Context: an optimization exercise on an open-source flow, tuned for small area and a short achievable clock period. The choices shown serve that exercise and are no tape-out recipe.
Function was checked by simulation only, so behaviour that the tests miss may differ from the original.

--- design/flow/design.v ---
module izhikevich_neuron #(parameter DT = 16'h0100)  
(
    input wire clk,
    input wire rst,
    input wire [15:0] I,           
    output reg spike               
);
    reg signed [15:0] v, u;
    wire signed [15:0] a = 16'h0051;    
    wire signed [15:0] b = 16'h0200;    
    wire signed [15:0] c = -16'sd16640;  
    wire signed [15:0] d = 16'h0800;    
    wire signed [15:0] v_sq;
    wire signed [15:0] term1, term2, term3, dv_raw, du_raw;
    wire signed [15:0] bv;
    localparam signed [15:0] V_THRESH = 16'd7680;  
    cordic_mult sq_v (.x(v), .y(v), .out(v_sq));
    cordic_mult mul_004 (.x(16'h0148), .y(v_sq), .out(term1));
    cordic_mult mul_5v (.x(16'h0500), .y(v), .out(term2));
    assign term3 = 16'd35840;  
    assign dv_raw = term1 + term2 + term3 - u + I;
    cordic_mult mul_bv (.x(b), .y(v), .out(bv));
    assign du_raw = (bv - u);
    wire signed [15:0] du;
    cordic_mult mul_a (.x(a), .y(du_raw), .out(du));
    wire signed [31:0] dv_dt = dv_raw * $signed(DT);
    wire signed [31:0] du_dt = du * $signed(DT);
    always @(posedge clk or posedge rst) begin
        if (rst) begin
            v <= c;
            u <= 0;
            spike <= 0;
        end else begin
            if (v >= V_THRESH) begin
                v <= c;
                u <= u + d;
                spike <= 1;
            end else begin
                v <= v + dv_dt[23:8];  
                u <= u + du_dt[23:8];
                spike <= 0;
            end
        end
    end
endmodule
module cordic_mult(
    input signed [15:0] x,
    input signed [15:0] y,
    output signed [15:0] out
);
    wire signed [31:0] temp;
    assign temp = x * y;
    assign out = temp[23:8];  
endmodule
--- design/flow/run.sh ---
#!/bin/bash
# synth_recipe.tcl (not shown) runs the flow's synth.tcl, then flattens the netlist and writes it again
# the make line also repeats each setting of config.mk as NAME=value (left out here)
make -C /OpenROAD-flow-scripts/flow DESIGN_CONFIG=/design/flow/config.mk WORK_HOME=/design/flow/orfs CLKGATE_MAP_FILE= SYNTH_SCRIPT=/design/flow/synth_recipe.tcl finish
--- design/flow/config.mk ---
export PLATFORM = sky130hd
export DESIGN_NAME = izhikevich_neuron
export DESIGN_NICKNAME = izhikevich_neuron
export VERILOG_FILES = /design/flow/design.v
export SDC_FILE = /design/flow/constraint.sdc
export NUM_CORES = 4
export LEC_CHECK = 0
export CAP_MARGIN = 20
export CORE_MARGIN = 2
export CORE_UTILIZATION = 40
export PLACE_DENSITY = 0.6
export SLEW_MARGIN = 20
--- design/flow/constraint.sdc ---
create_clock -name core_clock -period 12.0 [get_ports {clk}]
set_input_delay 2.4000 -clock core_clock [delete_from_list [all_inputs] [get_ports {clk}]]
set_output_delay 2.4000 -clock core_clock [all_outputs]
set_load 0.01 [all_outputs]
==> notes.md <==
## cell usage in the layout, fill, tap and decap left out, types with 5 or more instances in the layout
| master | count |
|---|---|
| and3_1 | 7 |
| nor3_1 | 17 |
| xor2_1 | 24 |
| a21o_1 | 23 |
| dfrtp_2 | 6 |
| dfrtp_1 | 19 |
| o21a_1 | 11 |
| xnor2_2 | 5 |
| and2_1 | 45 |
| a211oi_1 | 5 |
| nor2b_1 | 19 |
| fa_1 | 251 |
| nand4_1 | 7 |
| buf_4 | 52 |
| o21ai_0 | 27 |
| nand2b_1 | 12 |
| o21bai_1 | 7 |
| nand2_1 | 89 |
| or3_1 | 6 |
| a21oi_1 | 45 |
| clkdlybuf4s50_1 | 18 |
| nand3_1 | 18 |
| ha_1 | 241 |
| nor2_1 | 63 |
| dfstp_2 | 7 |
| xnor2_1 | 86 |
| clkbuf_16 | 5 |
| inv_1 | 467 |
| a21oi_2 | 7 |
## worst min-delay path: stages, from the launching register on
cell	delay (ns)
dfrtp_1	0.37
nand2_1	0.05
o21ai_0	0.06
## through the flow
stage	cell area (um^2)	cells
4_1_cts	15700	2144
5_1_grt	16200	2164
3_5_place_dp	15600	2136
6_report	16200	2164
3_3_place_gp	15600	2136
2_1_floorplan	14600	1637
## final timing paths
check,from,endpoint,slack [ns],cells after the start
worst max-delay path,v[5],v[15],0.44,46
worst max register to register,v[5],v[15],0.44,46
worst min register to register,u[9],u[9],0.53,2
worst min-delay path,u[9],u[9],0.53,2
max in group asynchronous,rst,v[4],9.10,3
min in group asynchronous,rst,spike,2.52,3
## per-layer routing
layer	global-route usage, %	up-vias	part of all wire, %
met3	1.57	44	2.0
met1	24.3	5195	46
met4	4.01	0	2.3
met2	32.2	106	50
met5	0	-	0
li1	-	5144	-
## kinds of logic (layout without fill, tap and decap cells)
logic type | after synthesis | count (layout) | synth area share (%)
AOI/OAI and AO/OA | 177 | 177 | 8.08
xor gates and xnor gates | 117 | 117 | 7.09
adders and majority gates | 501 | 501 | 55.7
buffers and inverters | 494 | 553 | 12.7
DFF | 33 | 33 | 5.70
muxes | 4 | 4 | 0.291
and+or+nand+nor | 311 | 311 | 10.4
## Yosys cell counts (3+ instances only)
master / number
and2_1: 47
nand3_1: 18
a21oi_1: 53
nor2_1: 64
xnor2_1: 91
o31ai_1: 5
a21boi_0: 6
o21bai_1: 7
dfrtp_1: 26
ha_1: 249
o21ai_0: 30
nand2b_1: 12
a41o_1: 3
fa_1: 252
and3_1: 8
xor2_1: 25
or4_1: 3
nor2b_1: 20
or3_1: 7
a211oi_1: 5
a21o_1: 23
or2_2: 4
dfstp_2: 7
nand2_1: 93
nand3b_1: 4
nor3b_1: 4
nor3_1: 19
a31oi_1: 6
o21a_1: 11
nand4_1: 7
inv_1: 467
a2111oi_0: 3
clkbuf_1: 24
## registers in the layout, indices dropped and copies added (netlist names)
| signal | count |
|---|---|
| v | 16 |
| spike | 1 |
| u | 16 |
## final cells by class
cell class                      count  area [um^2]
Clock buffer                        8          136
Fill cell                        3557        20100
Inverter                          469         1760
Multi-Input combinational cell   1110        12200
Sequential cell                    33          846
Tap cell                          468          586
Timing Repair Buffer               76          649
## timing repair
action                     in CTS  in global routing
pin swaps                       0                 22
setup buffers                   0                 20
setup endpoints to repair       1                  3
gates resized for setup         4                 66
==> key figures <==
Detailed routing
  • DRT Pass-1 Iters: 4
  • Initial DRC Count: 419
  • Wirelength per Cell: 14.9 um
  • # DRC: 0
  • Via count: 10.5k
  • Post-route ant nets: 0
  • Vias per inst: 4.85
  • Total wire length: 32.2 mm

Timing
  • Fin. max-slew vios: 0
  • Hold Vio Cnt, Final: 0
  • Crit path time final: 11.56 ns
  • Clock Skew: 0.00778 ns
  • Setup WS post-layout: 0.441 ns
  • Worst slew pin tran: 0.999 ns
  • Rel. slew slack: 33.0%
  • Fmax: 0.0865 GHz
  • Fin crit share: 96.3%
  • Setup_tns: 0 ns
  • Final setup viols: 0
  • Hold WS: 0.527 ns

Synthesis
  • Synth Net Count: 2156
  • Synth top area share: 34.5%
  • Post-synth ARST share: 100%
  • Largest area contributor in the netlist: fa_1
  • Synth area leaders: fa_1 34%, ha_1 21%, inv_1 12%
  • Avg Inst Size Synth: 8.94 um^2
  • Yosys reg bits: 33
  • Syn Std Cell Area: 0.0146 mm^2
  • Cells after Synth: 1637
  • Yosys warning total: 1
  • Synth Flop Type: dfrtp_1
  • Synth cell types: 56
  • Post-synth EDFFs: 0
  • Sequential fraction of the synthesis area: 5.70%

Worst setup path
  • Delay of the slowest critical-path stage: 0.55 ns
  • Crit-path most repeated cell: fa_1
  • Cell family with most CP delay: adder cells
  • Slowest CP cell: fa_1
  • Type of destination of the critical path: register
  • Setup CP Type: reg2reg
  • CP max FO: 5
  • Critical Path AT: 11.77 ns
  • Startpoint class of the critical path: register
  • Critical path required time: 12.21 ns
  • CP Buf/Inv Count: 9

Die
  • Die Y: 195 um
  • Chip width: 195 um
  • Initial Util: 40.3%
  • Core ar.: 0.0363 mm^2
  • Die area: 0.0382 mm^2
  • I/O pins: 19
  • Row cnt: 70

Finish
  • Layout area overhead: 10.6%
  • Final Util: 44.6%
  • Share of cells above drive strength 1: 7.84%
  • Nets: 2214
  • Diodes inserted: 0

Place
  • GPL Wtd Cong: 0.842
  • HPWL after detailed placement: 27.4 mm
  • Place WS: 0.0323 ns
  • Port Buf Inserts: 18

Job
  • Max-cap violations: 0

Worst hold path
  • Hold Path Class: reg2reg

Clock network
  • Total CTS buffers: 5
  • CTS root buffer: clkbuf_16
  • Clock Path Buffers: 2
  • Clock insertion delay at the later pin of the skew report: 0.29 ns
  • Clk sink count: 33
  • Clock-pin slew on the worst setup and hold paths: 0.06 ns
  • Post-CTS Hold Fix Bufs: 0
  • CTS tree: yes
  • H-tree depth: 2

GRT
  • Overflow after GRT: 0
  • Largest net degree at the start of global routing: 34
  • Aggregate global-route resource usage: 18.2%
  • Initial antenna violation count: 1
  • First-pass GRT wire length: 55.9 mm
  • Vias in the first global route: 11.4k

Status
  • Status: complete, no violations

-- what the ideal ports hide --
In the flow no input, the clock included, has a driving cell. The finished layout below was timed again as built, in two steps.
Step 1 sets driving cells, clkbuf_16 on the clock port and buf_2 on the other inputs (assumed; they add their load-dependent delay and slew).
Step 2, shift: input delay + t, output delay - t, t = (earliest + latest rising clock arrival at the registers) / 2. This alone moves slack from input paths to output paths.
a / b / c = ideal / step 1 / step 2; a / b = the first two.
t (ns): 0.335
slack for setup (ns): 0.441 / 0.441 / 0.441
worst hold slack (ns): 0.527 / 0.527 / 0.527
clock arrival spread, ns: 0.007 / 0.008
pins driven straight from the clock port: 1
After both steps this run still meets setup and hold. The setup slack of this run moves by 0.000 ns with the drivers and by 0.000 ns with both steps.
